Source: an optimization exercise on an open RTL-to-GDS flow (aim: a short achievable clock period and few clock cycles). Production flows keep margins and buffers that such runs may drop.
No functional check of the RTL was part of any run shown here.
No activity file was given, so power comes from the tool's default toggle rates.

$ cat flow/constraint.sdc
create_clock -name core_clock -period 10.0 [get_ports {clock}]
set_input_delay 2.0000 -clock core_clock [delete_from_list [all_inputs] [get_ports {clock}]]
set_output_delay 2.0000 -clock core_clock [all_outputs]
set_load 0.01 [all_outputs]
$ cat flow/run.sh
#!/bin/bash
# synth_recipe.tcl (not shown) runs the flow's synth.tcl, then flattens the netlist and writes it again
# the make line also repeats each setting of config.mk as NAME=value (left out here)
make -C /OpenROAD-flow-scripts/flow DESIGN_CONFIG=/design/flow/config.mk WORK_HOME=/design/flow/orfs CLKGATE_MAP_FILE= SYNTH_SCRIPT=/design/flow/synth_recipe.tcl finish
$ cat flow/config.mk
export PLATFORM = sky130hd
export DESIGN_NAME = MIPS_DLX
export DESIGN_NICKNAME = MIPS_DLX
export VERILOG_FILES = /design/flow/design.v
export SDC_FILE = /design/flow/constraint.sdc
export NUM_CORES = 8
export LEC_CHECK = 0
export CAP_MARGIN = 20
export CORE_MARGIN = 2
export CORE_UTILIZATION = 40
export SETUP_SLACK_MARGIN = 5
export SLEW_MARGIN = 20
export SYNTH_HIERARCHICAL = 1
$ cat flow/design.v
`timescale 1ns / 1ps
module dlx_add32(input [31:0] x, input [31:0] y, input cin, output [32:0] s);
	function [32:0] ks_add;
		input [31:0] x, y;
		input        cin;
		reg [31:0] p, g, gg, pp, gn, pn;
		integer i, d;
		begin
			p = x ^ y;
			g = x & y;
			gg = g; gg[0] = g[0] | (p[0] & cin);
			pp = p;
			for (d = 1; d < 32; d = d * 2) begin
				gn = gg; pn = pp;
				for (i = d; i < 32; i = i + 1) begin
					gn[i] = gg[i] | (pp[i] & gg[i-d]);
					pn[i] = pp[i] & pp[i-d];
				end
				gg = gn; pp = pn;
			end
			ks_add = {gg[31], p ^ {gg[30:0], cin}};
		end
	endfunction
	assign s = ks_add(x, y, cin);
endmodule
module dlx_eq32(input [31:0] x, input [31:0] y, output eq);
	assign eq = (x == y);
endmodule
module dlx_lmux #(parameter W = 1) (input s, input [W-1:0] d1, input [W-1:0] d0, output [W-1:0] y);
	assign y = s ? d1 : d0;
endmodule
module MIPS_DLX(
	input         clock,
	input         reset,
	input         enable,
	output [9:0]  imem_addr,
	input  [31:0] imem_data,
	output [9:0]  dmem_addr,
	output [31:0] dmem_wdata,
	output        dmem_we,
	input  [31:0] dmem_rdata
);
reg [9:0]  pc;
reg        e_we, e_load, e_store, e_br;
reg        e_mis_eq, e_mis_ne;            
reg        e_pred, e_bne;
reg [4:0]  e_dst;
reg [9:0]  e_alt;                         
reg [9:0]  e_pc;
reg        e_hit, e_spred;
reg [1:0]  e_ctr;
reg        e_fa_ld, e_fa_res, e_fb_ld, e_fb_res, e_fc_ld, e_fc_res;
reg [31:0] e_a, e_b, e_c;                 
reg [9:0]  e_imm;
reg        e_sub, e_arith, e_and, e_or, e_xor, e_nor, e_slt, e_sltu;
reg        e_sll, e_sr, e_sra, e_big;
reg        e_ek_addi, e_ek_andi, e_ezk;
reg [31:0] e_negimm;
reg        m_we, m_load, m_store;
reg [4:0]  m_dst;
reg [9:0]  m_addr;
reg [31:0] m_wdata;
reg [31:0] m_sum_rr, m_sum_lr, m_sum_rl, m_rd;
reg        m_s_rr, m_s_lr, m_s_rl, m_s_ll;
reg [31:0] m_log, m_shl, m_shr;
reg        m_lt, m_big, m_sgn;
reg        m_s_log, m_s_shl, m_s_shr;
reg [31:0] rf [1:31];
wire [31:0] R = dmem_rdata;
wire [31:0] m_res = ({32{m_s_rr}}  & m_sum_rr)
                  | ({32{m_s_lr}}  & m_sum_lr)
                  | ({32{m_s_rl}}  & m_sum_rl)
                  | ({32{m_s_ll}}  & {m_rd[30:0], 1'b0})
                  | ({32{m_s_log}} & m_log)
                  | ({32{m_s_shl}} & m_shl)
                  | ({32{m_s_shr}} & (m_big ? {32{m_sgn}} : m_shr))
                  | {31'd0, m_lt};
wire [31:0] m_data = m_load ? R : m_res;
assign dmem_addr  = m_addr;
assign dmem_wdata = m_wdata;
assign dmem_we    = m_store & enable;
wire [31:0] a_r = e_fa_res ? m_res : e_a;
wire [31:0] b_r = e_fb_res ? m_res : e_b;
wire [31:0] c_r = e_fc_res ? m_res : e_c;
wire [31:0] a = e_fa_ld ? R : a_r;
wire [31:0] b = e_fb_ld ? R : b_r;
wire [31:0] c = e_fc_ld ? R : c_r;
wire [31:0] cx_r = c_r ^ {32{e_sub}};
wire [31:0] cx_l = R ^ {32{e_sub}};
wire [32:0] sum_rr, sum_lr, sum_rl;
dlx_add32 add_rr (.x(a_r), .y(cx_r), .cin(e_sub), .s(sum_rr));
dlx_add32 add_lr (.x(R),   .y(cx_r), .cin(e_sub), .s(sum_lr));
dlx_add32 add_rl (.x(a_r), .y(cx_l), .cin(e_sub), .s(sum_rl));
wire lt_rr = (a_r[31] ^ c_r[31]) ? a_r[31] : sum_rr[31];
wire lt_lr = (R[31]   ^ c_r[31]) ? R[31]   : sum_lr[31];
wire lt_rl = (a_r[31] ^ R[31])   ? a_r[31] : sum_rl[31];
wire slt_rr = (e_slt & lt_rr) | (e_sltu & ~sum_rr[32]);
wire slt_lr = (e_slt & lt_lr) | (e_sltu & ~sum_lr[32]);
wire slt_rl = (e_slt & lt_rl) | (e_sltu & ~sum_rl[32]);
wire slt_res = e_fa_ld ? (e_fc_ld ? 1'b0 : slt_lr) : (e_fc_ld ? slt_rl : slt_rr);
wire [4:0]  sh   = c[4:0];
wire        big  = |c[31:5];
wire [31:0] shl  = a << sh;
wire [32:0] shr  = $signed({e_sra & a[31], a}) >>> sh;
wire [31:0] logic_res = ({32{e_and}} & (a & c))
                      | ({32{e_or}}  & (a | c))
                      | ({32{e_xor}} & (a ^ c))
                      | ({32{e_nor}} & ~(a | c));
wire eq_rr, eq_lr, eq_rl;
dlx_eq32 cmp_rr (.x(a_r), .y(b_r), .eq(eq_rr));
dlx_eq32 cmp_lr (.x(R),   .y(b_r), .eq(eq_lr));
dlx_eq32 cmp_rl (.x(a_r), .y(R),   .eq(eq_rl));
wire eq_nb    = e_fa_ld ? eq_lr : eq_rr;      
wire eq_lb    = e_fa_ld ? 1'b1 : eq_rl;       
wire eq;
dlx_lmux #(1) eq_mux (.s(e_fb_ld), .d1(eq_lb), .d0(eq_nb), .y(eq));
wire taken      = eq ^ e_bne;
wire mispredict;
dlx_lmux #(1) mis_mux (.s(eq), .d1(e_mis_eq), .d0(e_mis_ne), .y(mispredict));
wire [9:0] addr_r = a_r[9:0] + e_imm;
wire [9:0] addr_l = R[9:0] + e_imm;
wire z_r, z_l;
dlx_eq32 zcmp_r (.x(a_r), .y(e_negimm), .eq(z_r));
dlx_eq32 zcmp_l (.x(R),   .y(e_negimm), .eq(z_l));
wire zr_r = (e_ek_addi & z_r) | (e_ek_andi & ~|(a_r & e_c));
wire zr_l = (e_ek_addi & z_l) | (e_ek_andi & ~|(R & e_c));
wire ezero;
dlx_lmux #(1) ezero_mux (.s(e_fa_ld), .d1(zr_l), .d0(zr_r), .y(ezero));
wire [31:0] ins   = imem_data;
wire [5:0]  op    = ins[31:26];
wire [4:0]  rs    = ins[25:21];
wire [4:0]  rt    = ins[20:16];
wire [4:0]  rd    = ins[15:11];
wire [5:0]  funct = ins[5:0];
wire is_r    = op == 6'b000000;
wire is_j    = op == 6'b000010;
wire is_beq  = op == 6'b000100;
wire is_bne  = op == 6'b000101;
wire is_addi = op == 6'b001000;
wire is_slti = op == 6'b001010;
wire is_andi = op == 6'b001100;
wire is_ori  = op == 6'b001101;
wire is_xori = op == 6'b001110;
wire is_lw   = op == 6'b100011;
wire is_sw   = op == 6'b101011;
wire is_imm  = is_addi | is_slti | is_andi | is_ori | is_xori;
wire is_br   = is_beq | is_bne;
wire [4:0] dst = is_r ? rd : rt;
wire       we  = (is_r | is_imm | is_lw) & (dst != 5'd0);
wire f_add  = is_r & (funct == 6'h20 || funct == 6'h21);
wire f_sub  = is_r & (funct == 6'h22 || funct == 6'h23);
wire f_or   = is_r & (funct == 6'h25);
wire f_xor  = is_r & (funct == 6'h26);
wire f_nor  = is_r & (funct == 6'h27);
wire f_slt  = is_r & (funct == 6'h2a);
wire f_sltu = is_r & (funct == 6'h2b);
wire f_sll  = is_r & (funct == 6'h00);
wire f_srl  = is_r & (funct == 6'h02);
wire f_sra  = is_r & (funct == 6'h03);
wire f_sllv = is_r & (funct == 6'h04);
wire f_srlv = is_r & (funct == 6'h06);
wire f_srav = is_r & (funct == 6'h07);
wire f_and  = is_r & ~(f_add | f_sub | f_or | f_xor | f_nor | f_slt | f_sltu |
                       f_sll | f_srl | f_sra | f_sllv | f_srlv | f_srav);
wire [31:0] imm = {{16{ins[15]}}, ins[15:0]};
wire [31:0] rf_a = (rs == 5'd0) ? 32'd0 : rf[rs];
wire [31:0] rf_b = (rt == 5'd0) ? 32'd0 : rf[rt];
wire        byp_a = m_we & (m_dst == rs);
wire        byp_b = m_we & (m_dst == rt);
wire [31:0] val_a = byp_a ? m_data : rf_a;
wire [31:0] val_b = byp_b ? m_data : rf_b;
wire fwd_a = e_we & (e_dst == rs);
wire fwd_b = e_we & (e_dst == rt);
wire same  = rs == rt;
wire spred = is_beq ? (same | ins[15]) : ~same;
reg [31:0]  bp_v;
reg [159:0] bp_tag;
reg [63:0]  bp_ctr;
wire [4:0] bp_i   = pc[4:0];
wire       bp_hit = bp_v[bp_i] & (bp_tag[bp_i*5 +: 5] == pc[9:5]);
wire [1:0] bp_c   = bp_ctr[bp_i*2 +: 2];
wire       dpred  = bp_hit ? bp_c[1] : spred;
wire [4:0] zr       = (rt == 5'd0) ? rs : rt;
wire       early_ok = is_br & ~same & ((rt == 5'd0) | (rs == 5'd0)) &
                      e_we & e_ezk & (e_dst == zr);
wire [9:0] pc1 = pc + 10'd1;
wire [9:0] tgt = pc + ins[9:0];
wire [9:0] nb_next = is_j ? ins[9:0] : pc1;           
wire [9:0] f_z  = early_ok ? (is_beq ? tgt : nb_next) : ((is_br & dpred) ? tgt : nb_next);
wire [9:0] f_nz = early_ok ? (is_beq ? nb_next : tgt) : ((is_br & dpred) ? tgt : nb_next);
wire [9:0] f_next;
dlx_lmux #(10) f_mux (.s(ezero), .d1(f_z), .d0(f_nz), .y(f_next));
wire pred_z  = early_ok ? is_beq  : dpred;
wire pred_nz = early_ok ? ~is_beq : dpred;
wire pred;
dlx_lmux #(1) pred_mux (.s(ezero), .d1(pred_z), .d0(pred_nz), .y(pred));
wire [9:0] pc_eq = e_mis_eq ? e_alt : f_next;
wire [9:0] pc_ne = e_mis_ne ? e_alt : f_next;
wire [9:0] pc_next;
dlx_lmux #(10) pc_mux (.s(eq), .d1(pc_eq), .d0(pc_ne), .y(pc_next));
assign imem_addr = pc;
always @(posedge clock) begin
	if (reset)
		pc <= 10'd0;
	else if (enable)
		pc <= pc_next;
end
wire kill = mispredict;
always @(posedge clock) begin
	if (reset) begin
		e_we <= 1'b0; e_load <= 1'b0; e_store <= 1'b0; e_br <= 1'b0;
		e_mis_eq <= 1'b0; e_mis_ne <= 1'b0;
	end else if (enable) begin
		e_we     <= we & ~kill;
		e_load   <= is_lw & ~kill;
		e_store  <= is_sw & ~kill;
		e_br     <= is_br & ~kill;
		e_mis_eq <= is_br & ~kill & (is_bne == pred);
		e_mis_ne <= is_br & ~kill & (is_bne != pred);
	end
end
always @(posedge clock) begin
	if (enable) begin
		e_dst    <= dst;
		e_bne    <= is_bne;
		e_pred   <= pred;
		e_alt    <= pred ? pc1 : tgt;
		e_pc     <= pc;
		e_hit    <= bp_hit;
		e_spred  <= spred;
		e_ctr    <= bp_c;
		e_fa_ld  <= fwd_a & e_load;
		e_fa_res <= fwd_a & ~e_load;
		e_fb_ld  <= fwd_b & e_load;
		e_fb_res <= fwd_b & ~e_load;
		e_fc_ld  <= fwd_b & e_load & ~is_imm;
		e_fc_res <= fwd_b & ~e_load & ~is_imm;
		e_a      <= val_a;
		e_b      <= val_b;
		e_c      <= is_imm ? imm : val_b;
		e_imm    <= ins[9:0];
		e_sub    <= f_sub | f_slt | f_sltu | is_slti;
		e_arith  <= f_add | f_sub | is_addi;
		e_and    <= f_and | is_andi;
		e_or     <= f_or | is_ori;
		e_xor    <= f_xor | is_xori;
		e_nor    <= f_nor;
		e_slt    <= f_slt | is_slti;
		e_sltu   <= f_sltu;
		e_sll    <= f_sll | f_sllv;
		e_sr     <= f_srl | f_sra | f_srlv | f_srav;
		e_sra    <= f_sra | f_srav;
		e_big    <= f_sll | f_srl | f_sra;
		e_ek_addi <= is_addi;
		e_ek_andi <= is_andi;
		e_ezk     <= is_addi | is_andi;
		e_negimm  <= 32'd0 - imm;
	end
end
always @(posedge clock) begin
	if (reset) begin
		m_we <= 1'b0; m_load <= 1'b0; m_store <= 1'b0;
	end else if (enable) begin
		m_we    <= e_we;
		m_load  <= e_load;
		m_store <= e_store;
	end
end
always @(posedge clock) begin
	if (enable) begin
		m_dst    <= e_dst;
		m_addr   <= e_fa_ld ? addr_l : addr_r;
		m_wdata  <= b;
		m_sum_rr <= sum_rr[31:0];
		m_sum_lr <= sum_lr[31:0];
		m_sum_rl <= sum_rl[31:0];
		m_rd     <= R;
		m_s_rr   <= e_arith & ~e_fa_ld & ~e_fc_ld;
		m_s_lr   <= e_arith &  e_fa_ld & ~e_fc_ld;
		m_s_rl   <= e_arith & ~e_fa_ld &  e_fc_ld;
		m_s_ll   <= e_arith &  e_fa_ld &  e_fc_ld & ~e_sub;
		m_log    <= logic_res;
		m_shl    <= shl;
		m_shr    <= shr[31:0];
		m_lt     <= slt_res;
		m_big    <= e_big & big;
		m_sgn    <= e_sra & a[31];
		m_s_log  <= e_and | e_or | e_xor | e_nor;
		m_s_shl  <= e_sll & ~(e_big & big);
		m_s_shr  <= e_sr;
	end
end
wire [1:0] ctr0  = e_hit ? e_ctr : (e_spred ? 2'b10 : 2'b01);
wire [1:0] ctr_t = (ctr0 == 2'b11) ? 2'b11 : ctr0 + 2'b01;
wire [1:0] ctr_n = (ctr0 == 2'b00) ? 2'b00 : ctr0 - 2'b01;
wire [1:0] ctr1  = taken ? ctr_t : ctr_n;
always @(posedge clock) begin
	if (reset) begin
		bp_v <= 32'd0;
	end else if (enable && e_br) begin
		bp_v[e_pc[4:0]] <= 1'b1;
	end
end
always @(posedge clock) begin
	if (enable && e_br) begin
		bp_tag[e_pc[4:0]*5 +: 5] <= e_pc[9:5];
		bp_ctr[e_pc[4:0]*2 +: 2] <= ctr1;
	end
end
always @(posedge clock) begin
	if (enable && m_we)
		rf[m_dst] <= m_data;
end
endmodule
==> summary.txt, run 1 <==
Fin Setup TNS -> 0 ns
H-tree depth -> 4
Initial antenna violation count -> 34
Status -> finished clean
Crit path to -> m_lt$_DFFE_PP_
Std cell rows -> 177
I/O Buffers -> 119
Met2 usage -> 44.46%
Slew Viols, Final -> 0
Maximum vdd drop -> 0.0001714 V
Layout Area Growth over Synthesis -> 14.23%
# nets final -> 7194
Worst slew pin tran -> 1.268 ns
DR vias -> 65.89k
Fin. Hold Viols -> 0
Core box area -> 232100 µm²
Worst Path Required -> 10.63 ns
Worst-skew pair later-pin latency -> 0.88 ns
I/O pin count -> 120
Vias in the first global route -> 63.15k
Max-Cap Viols -> 0
Tmin final -> 5.165 ns
Commonest non-fill, non-tap cells in the layout -> 1669 x edfxtp_1, 544 x nand2_1, 536 x mux4_2
Pwr dens -> 181.5 nW/µm²
Slew HR -> 13.05%
Top post-synthesis cells by area -> edfxtp_1 54%, mux4_2 13%, mux2i_1 5.4%
CTS tree -> yes
Setup CP Type -> reg2reg
Critical-path cell list -> buf_4 > clkbuf_16 > nor2b_2 > o21ai_1 > a31oi_4 > xor2_1 > ha_1 > nand2_1 > nor2_1 > a211o_1 > a211o_4 > a31oi_4 > a21oi_4 > a21oi_2 > a221oi_4 > maj3_1 > a221oi_2 > a211oi_2 > a21o_1
Routed wire length -> 350.7 mm
Iter 0 DRT Violations -> 9184
Met3 Use GR -> 6.733%
Syn Std Cell Area -> 93170 µm²
Most common cell on crit path -> a31oi_4
Slowest cell on the critical path -> edfxtp_1
Crit path DAT -> 5.79 ns
RSZ-0062 raised after global routing -> true
Element type at the critical path end -> flip-flop
Final instance area -> 106400 µm²
Via/cell ratio -> 6.496
R2R Setup Slk -> 4.84 ns
Proportion of layout cells with a drive suffix above 1 -> 20.64%
Synth warn -> 8
Worst reg2reg endpoint -> m_lt$_DFFE_PP_
Die area -> 236800 µm²
Synth Flop Type -> edfxtp_1
Crit path launch type -> flip-flop
Drt pass-1 iters -> 8
Leak -> 36.30 nW
Seq/Total Area, Yosys -> 54.89%
GRT overflow -> 0
Tot GR Track Use -> 28.75%
Setup ws final -> 4.835 ns
GR met1 Demand/Resource -> 38.95%
Clock-pin slew on the worst setup and hold paths -> 0.06 ns
DRC -> 0
Post-route ant nets -> 0
Max Clock Freq -> 193.6 MHz
Max clock buf depth -> 3
Share of synthesized registers carrying an async set or reset -> 0%
Largest stage delay on the critical path -> 0.45 ns
Die H -> 486.6 µm
HP Class -> reg2reg
GPL Wtd Cong -> 1.004
Synth area leader -> edfxtp_1
Placed instance area -> 98460 µm²
Post-DP HPWL -> 221.1 mm
Yosys cell types -> 90
Commonest non-fill, non-tap cell in the layout -> edfxtp_1
Family with the most delay on the worst path -> compound AO/OA/AOI/OAI gates
R2R depth -> 19
Per-cell routed wire length -> 34.57 µm
First-pass GRT wire length -> 485.5 mm
CTS root buffer -> clkbuf_16
Syn Inst Count -> 6791
FF+latch count, synth -> 1720
Setup crit start -> m_big$_DFFE_PP_
Final Skew -> 0.05397 ns
Crit path max fanout -> 16
Starting density of the core -> 40.14%
Number of synthesized flops with an enable pin -> 1669
Most heavily used metal layer in global routing -> met2
Syn Area/Cell -> 13.72 µm²
Fill count -> 20.47k
CP Depth -> 19
Post-place setup slack -> 3.180 ns
Num CTS Buffers -> 185
RR Startpoint -> m_big$_DFFE_PP_
Final setup violation count -> 0
Horiz. Die Dim -> 486.6 µm
Syn_nets -> 7052
# clock sinks -> 1720
Period utilization -> 51.65%
Largest net degree at the start of global routing -> 158
Bufs and invs on worst path -> 2
Area share of the largest cell type after synthesis -> 53.79%
-- modules after synthesis (local to each module, per instance), excerpt --
module	copies in the design	cells	flip-flops and latches	cell area, µm²
MIPS_DLX	1	5908	1720	86280
dlx_eq32	5	43	0	346.6
dlx_add32	3	214	0	1592
-- worst min path at each step --
stage	startpoint	endpoint	depth (start not counted)
4_1_cts	e_sr$_DFFE_PP_	m_s_shr$_DFFE_PP_	0
3_5_place_dp	e_sr$_DFFE_PP_	m_s_shr$_DFFE_PP_	0
2_1_floorplan	e_sr$_DFFE_PP_	m_s_shr$_DFFE_PP_	0
6_report	e_sr$_DFFE_PP_	m_s_shr$_DFFE_PP_	0
3_3_place_gp	e_sr$_DFFE_PP_	m_s_shr$_DFFE_PP_	0
5_1_grt	e_sr$_DFFE_PP_	m_s_shr$_DFFE_PP_	0
-- flip-flops by register name, indices dropped and copies added (netlist names), 32 cells and up --
name / count
bp_ctr: 64
bp_tag: 160
bp_v: 32
e_a: 32
e_b: 32
e_c: 32
m_log: 32
m_shl: 32
m_shr: 32
m_sum_lr: 32
m_sum_rl: 32
m_sum_rr: 32
m_wdata: 32
rf: 992
-- per-layer routing --
layer / wire [µm] / vias up / part of all wire (%)
met3: 36510 / 744 / 10
li1: - / 27080 / -
met1: 137500 / 34080 / 39
met4: 16990 / 16 / 4.8
met5: 98 / - / 0.028
met2: 159500 / 3963 / 45
-- cell usage after synthesis, types with 92 or more instances --
library cell	number
edfxtp_1	1669
nand2_1	545
mux4_2	536
mux2i_1	503
nor2_1	424
o21ai_0	310
xor2_1	298
clkbuf_1	292
a21oi_1	270
a22oi_1	191
ha_1	186
inv_1	139
mux2_2	131
buf_1	92
-- power breakdown --
part / internal, mW / switching, mW
combinational: 1.31 / 2.43
sequential: 8.40 / 0.182
clock: 3.96 / 3.04
total: 13.7 / 5.65
-- metrics by stage --
| step | hold WS, ns | power (mW) | util [%] | cells |
|---|---|---|---|---|
| floorplan | 0.4003 | 10.79 | - | 6791 |
| global placement | 0.4054 | 12.16 | 42.40 | 9722 |
| detailed placement | 0.4261 | 12.17 | 42.42 | 9723 |
| CTS | 0.4378 | 19.20 | 45.45 | 10100 |
| global route | 0.4588 | 19.86 | 45.85 | 10140 |
| finish | 0.4400 | 19.32 | 45.85 | 10140 |
-- layout make-up --
type / instances / area [µm²] / share of cell area, %
flip-flops and latches: 1720 / 51150 / 48.06
multi-input cells: 4493 / 41020 / 38.54
clock buffers: 236 / 4916 / 4.619
well taps: 3043 / 3807 / 3.578
repair buffers: 385 / 3754 / 3.527
clock inverters: 107 / 1181 / 1.110
inverters: 148 / 570.5 / 0.5361
diodes: 10 / 25.02 / 0.02351
-- cell families after synthesis --
kind of cell,after synthesis,share of synthesized area [%]
xor gates and xnor gates,381,3.582
adders and majority gates,196,2.691
buffers and inverters,579,2.455
and+or+nand+nor,1397,6.713
DFF,1720,54.89
muxes,1202,20.43
AOI/OAI and AO/OA,1316,9.243
-- what timing repair did --
action / 4_1_cts / 5_1_grt
hold buffers: 0 / 0
buffers inserted: 27 / 30
pin swaps: 13 / 23
resized for setup: 153 / 134
cloned: 4 / 5
setup endpoints to repair: 155 / 65
==> inputs of run 2 (changes only) <==
--- a/flow/config.mk
+++ b/flow/config.mk
@@ -10,4 +10,3 @@
 export CORE_UTILIZATION = 40
 export SETUP_SLACK_MARGIN = 5
 export SLEW_MARGIN = 20
-export SYNTH_HIERARCHICAL = 1
==> run 2 against run 1 <==
  * Worst hold slack gained 0.023 ns
  * Critical endpoint is now bp_ctr[35]$_DFFE_PP_
  * Via count shrank 2.3%
  * Critical path depth shrank 5
  * First-iteration DRC count shrank 12%
  * Wire length shrank 1.4%
  * Register-to-register slack gained 0.02 ns
  * Synthesized area shrank 0.20%
  * Flip-flop and latch count is the same
  * Utilization grew 0.45 points
  * Worst setup slack gained 0.0081 ns
  * Global-route usage shrank 0.099 points
==> summary.txt, run 2 <==
I/O pin count -> 120
Max Clock Freq -> 193.9 MHz
Sequential fraction of design power -> 44.1%
Die H -> 486.1 µm
RSZ-0062 raised after global routing -> true
Top-count cell post-synth -> edfxtp_1
Final setup violation count -> 0
Sw Share -> 29.43%
Syn_nets -> 6939
Horiz. Die Dim -> 486.1 µm
Fin Setup TNS -> 0 ns
Comb pwr share -> 19.2%
Per-cell routed wire length -> 34.52 µm
Crit path DAT -> 5.75 ns
Period utilization -> 51.57%
R2R depth -> 15
Slew HR -> 16.43%
Worst Hold Depth -> 2
Worst slew pin tran -> 1.240 ns
Most instantiated cells after synthesis -> 1669 x edfxtp_1, 583 x mux4_2, 473 x nand2_1, 377 x nor2_1, 336 x a21oi_1
Top post-synthesis cells by area -> edfxtp_1 54%, mux4_2 14%, mux2_2 3.7%
HP Class -> reg2reg
Switching power -> 5.789 mW
Die area -> 236300 µm²
Syn Std Cell Area -> 92980 µm²
Worst reg2reg endpoint -> bp_ctr[35]$_DFFE_PP_
GRT overflow -> 0
Routed wire length -> 345.6 mm
Fin. Hold Viols -> 0
Maximum vdd drop -> 0.0001585 V
R2R Setup Slk -> 4.86 ns
Tot GR Track Use -> 28.65%
Max clock buf depth -> 3
Worst hold start -> bp_v[10]$_SDFFE_PP0P_
Worst Path Required -> 10.59 ns
Clock power share -> 36.8%
Tmin final -> 5.157 ns
Final instance area -> 106800 µm²
DR vias -> 64.34k
Max-Cap Viols -> 0
Drt pass-1 iters -> 7
Synth warn -> 2
Internal Pwr Total -> 13.88 mW
Num CTS Buffers -> 188
GPL Wtd Cong -> 1.061
Max reg flops -> 992
Hold worst-path end -> bp_v[10]$_SDFFE_PP0P_
First-pass GRT wire length -> 482.0 mm
# clock sinks -> 1720
Synth Flop Type -> edfxtp_1
Seq/Total Area, Yosys -> 55.00%
Slew Viols, Final -> 0
Crit path max fanout -> 13
Commonest non-fill, non-tap cell in the layout -> edfxtp_1
Synth area leader -> edfxtp_1
Iter 0 DRT Violations -> 8042
FF+latch count, synth -> 1720
Layout Area Growth over Synthesis -> 14.83%
Post-DP HPWL -> 227.5 mm
Vias in the first global route -> 63.24k
Number of synthesized flops with an enable pin -> 1669
Placed instance area -> 98020 µm²
# nets final -> 7066
Area share of the largest cell type after synthesis -> 53.90%
Largest net degree at the start of global routing -> 112
Initial antenna violation count -> 23
CTS hold repair buffers -> 0
Status -> finished clean
CTS root buffer -> clkbuf_16
RR Startpoint -> m_big$_DFFE_PP_
Crit path launch type -> input port
Commonest non-fill, non-tap cells in the layout -> 1669 x edfxtp_1, 583 x mux4_2, 469 x nand2_1
Setup CP Type -> in2reg
Post-route ant nets -> 0
Yosys cell types -> 97
Syn Inst Count -> 6684
Starting density of the core -> 40.33%
Largest Register -> rf
Clock-pin slew on the worst setup and hold paths -> 0.06 ns
H-tree depth -> 4
Final Core Density -> 46.31%
Std cell rows -> 176
Leak -> 35.53 nW
DRC -> 0
Post-place setup slack -> 3.116 ns
Final Skew -> 0.07157 ns
Pwr dens -> 184.2 nW/µm²
Setup ws final -> 4.843 ns
Element type at the critical path end -> flip-flop
CTS tree -> yes
Share of synthesized registers carrying an async set or reset -> 0%
Core box area -> 230600 µm²
Worst-skew pair later-pin latency -> 0.88 ns
Finished Layout Cells -> 10.01k
Via/cell ratio -> 6.427
Proportion of layout cells with a drive suffix above 1 -> 25.01%
Placed Instances -> 9557
I/O Buffers -> 119
Syn Area/Cell -> 13.91 µm²
[run 2: changes by cell type after synthesis, sizes merged, moves of 69 or more]
cell   before  now
a21oi     276  345
mux2      163  308
mux2i     503  316
nand2     545  473
xnor2      83  184
xor2      298  142
[run 2: final cells by class]
type | count | area, µm²
Antenna cell | 12 | 30.03
Clock buffer | 233 | 4923
Clock inverter | 120 | 1473
Fill cell | 19960 | 123800
Inverter | 199 | 768.2
Multi-Input combinational cell | 4307 | 40800
Sequential cell | 1720 | 51150
Tap cell | 3026 | 3786
Timing Repair Buffer | 395 | 3846
[run 2: power by group through the flow]
stage / sequential (mW) / clock, mW / combinational (mW)
2_1_floorplan: 8.62 / 0 / 2.16
3_3_place_gp: 8.81 / 0 / 3.39
3_5_place_dp: 8.79 / 0 / 3.42
4_1_cts: 8.66 / 7.33 / 3.60
5_1_grt: 8.67 / 7.62 / 3.96
6_report: 8.67 / 7.24 / 3.77
[run 2: how the worst max path moves through the flow]
stage / from / endpoint / slack [ns] / cells past startpoint
floorplan: dmem_rdata[10] / e_alt[3]$_DFFE_PP_ / 5.01 / 13
global placement: dmem_rdata[24] / bp_ctr[35]$_DFFE_PP_ / 2.61 / 13
detailed placement: dmem_rdata[19] / pc[1]$_SDFFE_PP0P_ / 3.12 / 13
CTS: m_big$_DFFE_PP_ / m_lt$_DFFE_PP_ / 5.00 / 20
global route: m_big$_DFFE_PP_ / m_lt$_DFFE_PP_ / 4.75 / 21
finish: dmem_rdata[6] / bp_ctr[35]$_DFFE_PP_ / 4.84 / 14
[run 2: routing by layer]
metal / up-vias / share of wire [%] / global-route usage, %
met2: 3668 / 46 / 44.39
met3: 817 / 9.7 / 6.186
met4: 8 / 6.5 / 15.95
met1: 33150 / 38 / 37.48
met5: - / 0.014 / 0
li1: 26700 / - / -
[run 2: critical path: stages]
cell             delay, ns
clkdlybuf4s50_1       0.46
buf_4                 0.28
a31oi_1               0.15
nor4_1                0.44
nand4_1               0.17
or3_1                 0.39
o31ai_4               0.33
a41oi_1               0.18
o31a_4                0.22
xor2_2                0.16
buf_4                 0.17
a21oi_2               0.08
o2bb2a_2              0.39
mux2_2                0.30
[run 2: cell families (layout without fill, tap and decap cells)]
kind of cell               Yosys count  count (layout)  share of synthesized area [%]
AOI/OAI and AO/OA                 1305            1307                          9.096
other                                0              12                              0
adders and majority gates          190             190                          2.594
DFF                               1720            1720                          55.00
and+or+nand+nor                   1276            1276                          6.152
buffers and inverters              660             947                          2.819
xor gates and xnor gates           326             326                          3.071
muxes                             1207            1208                          21.27
[run 2: repair_timing]
action | CTS | global route
resized for setup | 243 | 79
setup endpoints to repair | 162 | 121
pin swaps | 49 | 29
buffers inserted | 65 | 13
cloned | 5 | 2
hold endpoints to repair | 0 | 0
[run 2: through the flow]
stage / hold WS (ns) / total power [mW]
global route: 0.4831 / 20.25
CTS: 0.4654 / 19.58
detailed placement: 0.4507 / 12.21
floorplan: 0.4003 / 10.79
global placement: 0.4426 / 12.20
finish: 0.4627 / 19.67
==> inputs of run 3 (changes only) <==
==> flow/flow/run.sh (new file) <==
#!/bin/bash
# Standard ORFS layout with delay cells kept out of the netlist and
# repair_timing asked for more setup slack than the default.
set -euo pipefail
DONT_USE="sky130_fd_sc_hd__probe_p_8 sky130_fd_sc_hd__probec_p_8 sky130_fd_sc_hd__lpflow_bleeder_1 sky130_fd_sc_hd__lpflow_clkbufkapwr_1 sky130_fd_sc_hd__lpflow_clkbufkapwr_16 sky130_fd_sc_hd__lpflow_clkbufkapwr_2 sky130_fd_sc_hd__lpflow_clkbufkapwr_4 sky130_fd_sc_hd__lpflow_clkbufkapwr_8 sky130_fd_sc_hd__lpflow_clkinvkapwr_1 sky130_fd_sc_hd__lpflow_clkinvkapwr_16 sky130_fd_sc_hd__lpflow_clkinvkapwr_2 sky130_fd_sc_hd__lpflow_clkinvkapwr_4 sky130_fd_sc_hd__lpflow_clkinvkapwr_8 sky130_fd_sc_hd__lpflow_decapkapwr_12 sky130_fd_sc_hd__lpflow_decapkapwr_3 sky130_fd_sc_hd__lpflow_decapkapwr_4 sky130_fd_sc_hd__lpflow_decapkapwr_6 sky130_fd_sc_hd__lpflow_decapkapwr_8 sky130_fd_sc_hd__lpflow_inputiso0n_1 sky130_fd_sc_hd__lpflow_inputiso0p_1 sky130_fd_sc_hd__lpflow_inputiso1n_1 sky130_fd_sc_hd__lpflow_inputiso1p_1 sky130_fd_sc_hd__lpflow_inputisolatch_1 sky130_fd_sc_hd__lpflow_isobufsrc_1 sky130_fd_sc_hd__lpflow_isobufsrc_16 sky130_fd_sc_hd__lpflow_isobufsrc_2 sky130_fd_sc_hd__lpflow_isobufsrc_4 sky130_fd_sc_hd__lpflow_isobufsrc_8 sky130_fd_sc_hd__lpflow_isobufsrckapwr_16 sky130_fd_sc_hd__lpflow_lsbuf_lh_hl_isowell_tap_1 sky130_fd_sc_hd__lpflow_lsbuf_lh_hl_isowell_tap_2 sky130_fd_sc_hd__lpflow_lsbuf_lh_hl_isowell_tap_4 sky130_fd_sc_hd__lpflow_lsbuf_lh_isowell_4 sky130_fd_sc_hd__lpflow_lsbuf_lh_isowell_tap_1 sky130_fd_sc_hd__lpflow_lsbuf_lh_isowell_tap_2 sky130_fd_sc_hd__lpflow_lsbuf_lh_isowell_tap_4 sky130_fd_sc_hd__fill_1 sky130_fd_sc_hd__fill_2 sky130_fd_sc_hd__fill_4 sky130_fd_sc_hd__fill_8  sky130_fd_sc_hd__clkdlybuf4s15_1 sky130_fd_sc_hd__clkdlybuf4s15_2 sky130_fd_sc_hd__clkdlybuf4s18_1 sky130_fd_sc_hd__clkdlybuf4s18_2 sky130_fd_sc_hd__clkdlybuf4s25_1 sky130_fd_sc_hd__clkdlybuf4s25_2 sky130_fd_sc_hd__clkdlybuf4s50_1 sky130_fd_sc_hd__clkdlybuf4s50_2 sky130_fd_sc_hd__dlygate4sd1_1 sky130_fd_sc_hd__dlygate4sd2_1 sky130_fd_sc_hd__dlygate4sd3_1 sky130_fd_sc_hd__dlymetal6s2s_1 sky130_fd_sc_hd__dlymetal6s4s_1 sky130_fd_sc_hd__dlymetal6s6s_1"
bash standard.sh "DONT_USE_CELLS=$DONT_USE" SETUP_SLACK_MARGIN=5.0 finish > standard.log 2>&1
==> flow/standard.sh (new file) <==
#!/bin/bash
# synth_recipe.tcl (not shown) runs the flow's synth.tcl, then flattens the netlist and writes it again
# the make line also repeats each setting of config.mk as NAME=value (left out here)
make -C /OpenROAD-flow-scripts/flow DESIGN_CONFIG=/design/flow/config.mk WORK_HOME=/design/flow/orfs CLKGATE_MAP_FILE= SYNTH_SCRIPT=/design/flow/synth_recipe.tcl "${@:-finish}"
--- a/flow/config.mk
+++ b/flow/config.mk
@@ -8,5 +8,4 @@
 export CAP_MARGIN = 20
 export CORE_MARGIN = 2
 export CORE_UTILIZATION = 40
-export SETUP_SLACK_MARGIN = 5
 export SLEW_MARGIN = 20
removed: flow/run.sh
==> run 3 against run 2 <==
  * Register-to-register slack worse by 0.17 ns
  * Largest cell class unchanged
  * Cell area is 0.82% lower
  * Global-route usage is 0.50 points higher
  * Worst setup slack worse by 0.15 ns
  * Clock power is 3.9% lower
  * Via count is 1.6% higher
  * Critical path depth is 3 higher
  * Combinational power hardly changed
  * Still clean
  * Synthesized area hardly changed
  * Synthesized cell count stayed put
  * Total power is 1.3% lower
==> summary.txt, run 3 <==
Max reg flops -> 992
Commonest non-fill, non-tap cells in the layout -> 1669 x edfxtp_1, 583 x mux4_2, 470 x nand2_1
Share of synthesized registers carrying an async set or reset -> 0%
HP Class -> reg2reg
Worst slew pin tran -> 1.258 ns
# clock sinks -> 1720
Setup crit start -> m_s_shl$_DFFE_PP_
Vias in the first global route -> 63.09k
Seq/Total Area, Yosys -> 55.00%
I/O pin count -> 120
Slew Viols, Final -> 0
First-pass GRT wire length -> 488.7 mm
CTS root buffer -> clkbuf_16
CP Depth -> 17
Tmin final -> 5.307 ns
Most instantiated cells after synthesis -> 1669 x edfxtp_1, 583 x mux4_2, 473 x nand2_1, 376 x nor2_1, 336 x a21oi_1
Status -> finished clean
Die H -> 486.2 µm
GPL Wtd Cong -> 1.041
DRC -> 0
Core box area -> 230600 µm²
Pwr Total -> 19.42 mW
Slowest cell on the critical path -> o31a_1
R2R Setup Slk -> 4.69 ns
RSZ-0062 raised after global routing -> true
Proportion of layout cells with a drive suffix above 1 -> 24.66%
Syn_nets -> 6939
Internal Pwr Total -> 13.60 mW
Commonest non-fill, non-tap cell in the layout -> edfxtp_1
Synth Flop Type -> edfxtp_1
Clock-pin slew on the worst setup and hold paths -> 0.06 ns
Max clock buf depth -> 3
GRT overflow -> 0
Period utilization -> 53.07%
Largest Register -> rf
Synth area leader -> edfxtp_1
Worst-skew pair later-pin latency -> 0.87 ns
Family with the most delay on the worst path -> compound AO/OA/AOI/OAI gates
Post-DP HPWL -> 240.6 mm
Max Clock Freq -> 188.4 MHz
Crit path to -> bp_ctr[42]$_DFFE_PP_
Element type at the critical path end -> flip-flop
Drt pass-1 iters -> 7
DR vias -> 65.36k
Maximum vdd drop -> 0.0001411 V
Yosys cell types -> 97
Crit path max fanout -> 12
Sw Share -> 29.96%
Syn Inst Count -> 6684
Std cell rows -> 176
Die area -> 236300 µm²
Starting density of the core -> 40.33%
Critical-path cell list -> buf_1 > buf_4 > buf_4 > a22oi_2 > o2111ai_4 > buf_2 > mux2i_4 > o21ai_2 > xnor2_1 > nor4_2 > nand4_1 > o31a_1 > xor2_2 > maj3_2 > mux2i_4 > buf_6 > mux2_1
Fill count -> 20.31k
Switching power -> 5.818 mW
Syn Area/Cell -> 13.91 µm²
Area share of the largest cell type after synthesis -> 53.90%
Iter 0 DRT Violations -> 9228
Crit path DAT -> 5.90 ns
Sequential fraction of design power -> 44.9%
Tot GR Track Use -> 29.15%
Routed wire length -> 352.3 mm
Top-count cell post-synth -> edfxtp_1
Bufs and invs on worst path -> 5
Pwr dens -> 183.4 nW/µm²
Via/cell ratio -> 6.459
Top post-synthesis cells by area -> edfxtp_1 54%, mux4_2 14%, mux2_2 3.7%
Clock power share -> 35.8%
Placed instance area -> 96970 µm²
Setup CP Type -> reg2reg
Syn Std Cell Area -> 92990 µm²
Final Skew -> 0.06460 ns
Per-cell routed wire length -> 34.81 µm
Slew HR -> 15.86%
Post-route ant nets -> 0
# nets final -> 7171
H-tree depth -> 4
Fin. Hold Viols -> 0
Worst reg2reg endpoint -> bp_ctr[42]$_DFFE_PP_
Number of synthesized flops with an enable pin -> 1669
Num CTS Buffers -> 193
Largest stage delay on the critical path -> 0.56 ns
Comb pwr share -> 19.2%
Worst Path Required -> 10.59 ns
I/O Buffers -> 119
Final setup violation count -> 0
Layout Area Growth over Synthesis -> 13.89%
Leak -> 35.01 nW
R2R depth -> 17
RR Startpoint -> m_s_shl$_DFFE_PP_
Worst hold start -> bp_v[22]$_SDFFE_PP0P_
Fin Setup TNS -> 0 ns
FF+latch count, synth -> 1720
Horiz. Die Dim -> 486.2 µm
Final instance area -> 105900 µm²
Initial antenna violation count -> 29
Crit path launch type -> flip-flop
Synth warn -> 2
Max-Cap Viols -> 0
CTS tree -> yes
Largest net degree at the start of global routing -> 107
## run 3: changes by cell type after synthesis
cell,before,now
buf_1,94,84
buf_2,37,40
buf_4,8,7
clkbuf_1,313,321
nor2_1,377,376
nor2_2,1,2
o21ai_0,310,311
o21ai_1,8,7
## run 3: per-layer routing
layer,up-vias,part of all wire [%],global-route usage [%],wire [µm]
li1,26890,-,-,-
met1,33620,38,38.61,135200
met2,3972,45,44.91,159100
met3,868,9.8,6.009,34470
met4,8,6.6,16.05,23410
met5,-,0.019,0,66
## run 3: worst min path at each step
stage               depth (start not counted)               endpoint
finish                                      2  bp_v[22]$_SDFFE_PP0P_
global route                                2  bp_v[14]$_SDFFE_PP0P_
CTS                                         2  bp_v[14]$_SDFFE_PP0P_
detailed placement                          2  bp_v[14]$_SDFFE_PP0P_
global placement                            2  bp_v[25]$_SDFFE_PP0P_
floorplan                                   0      m_s_shr$_DFFE_PP_
## run 3: final cells by class
class | count | area (µm²) | share of cell area (%)
antenna | 16 | 40.04 | 0.03781
clock inverter | 118 | 1084 | 1.023
clock buffer | 238 | 5050 | 4.768
tap | 3026 | 3786 | 3.575
timing repair buffer | 496 | 3020 | 2.852
inverter | 199 | 778.2 | 0.7349
sequential | 1720 | 51150 | 48.30
multi-input combinational | 4306 | 41000 | 38.71
## run 3: tightest hold or removal path, cell delays in order, from the launching register on
cell,delay (ns)
dfxtp_1,0.32
a21oi_1,0.04
nor2_1,0.07
## run 3: power by group through the flow
stage | registers [mW] | logic [mW] | clock network [mW]
6_report | 8.73 | 3.74 | 6.96
3_3_place_gp | 8.87 | 3.33 | 0
2_1_floorplan | 8.62 | 2.16 | 0
3_5_place_dp | 8.84 | 3.35 | 0
5_1_grt | 8.72 | 3.92 | 7.33
4_1_cts | 8.70 | 3.49 | 7.06
## run 3: timing repair
action,4_1_cts,5_1_grt
buffers inserted,72,89
gates resized for setup,205,201
pin swaps,36,80
cloned,2,2
endpoints found under the setup margin,348,246
hold buffers,0,0
## run 3: kinds of logic (layout without fill, tap and decap cells)
kind of cell,after synthesis,count (layout),share of synthesized area (%)
compound gates,1305,1305,9.096
fa+ha+maj,190,190,2.594
xor+xnor,326,326,3.071
buf+inv,660,1051,2.819
flops,1720,1720,55.00
mux,1207,1209,21.27
other cells,0,16,0
simple gates,1276,1276,6.155
## run 3: through the flow
step           setup slack, ns  std cells  hold WS (ns)  utilization [%]
2_1_floorplan            5.007       6684        0.4003                -
5_1_grt                  4.720      10110        0.4858            45.92
3_5_place_dp             3.144       9578        0.4510            42.06
4_1_cts                  4.699      10010        0.4659            45.25
3_3_place_gp             2.878       9569        0.4424            41.99
6_report                 4.693      10120        0.4657            45.93

-- port drivers added, routing unchanged --
In the flow no input, the clock included, has a driving cell. The finished layouts below were timed again as built, in two steps.
Step 1 assumes that a clkbuf_16 drives the clock port and a buf_2 every other input.
Step 2, shift: input delay + t, output delay - t, t = (earliest + latest rising clock arrival at the registers) / 2. This alone moves slack from input paths to output paths.
Three values: no drivers, after step 1, after step 2; two values: the first two.
run	t, ns	setup WS [ns]	worst setup path after step 2
run 1	0.946	4.835 / 4.659 / 3.866	input to register
run 2	0.935	4.843 / 4.759 / 3.975	input to register
run 3	0.933	4.693 / 4.693 / 3.857	input to register
After both steps every run listed still meets setup and hold. For run 1, which loses most, drivers alone change the setup slack by -0.176 ns; drivers and shift together by -0.969 ns.
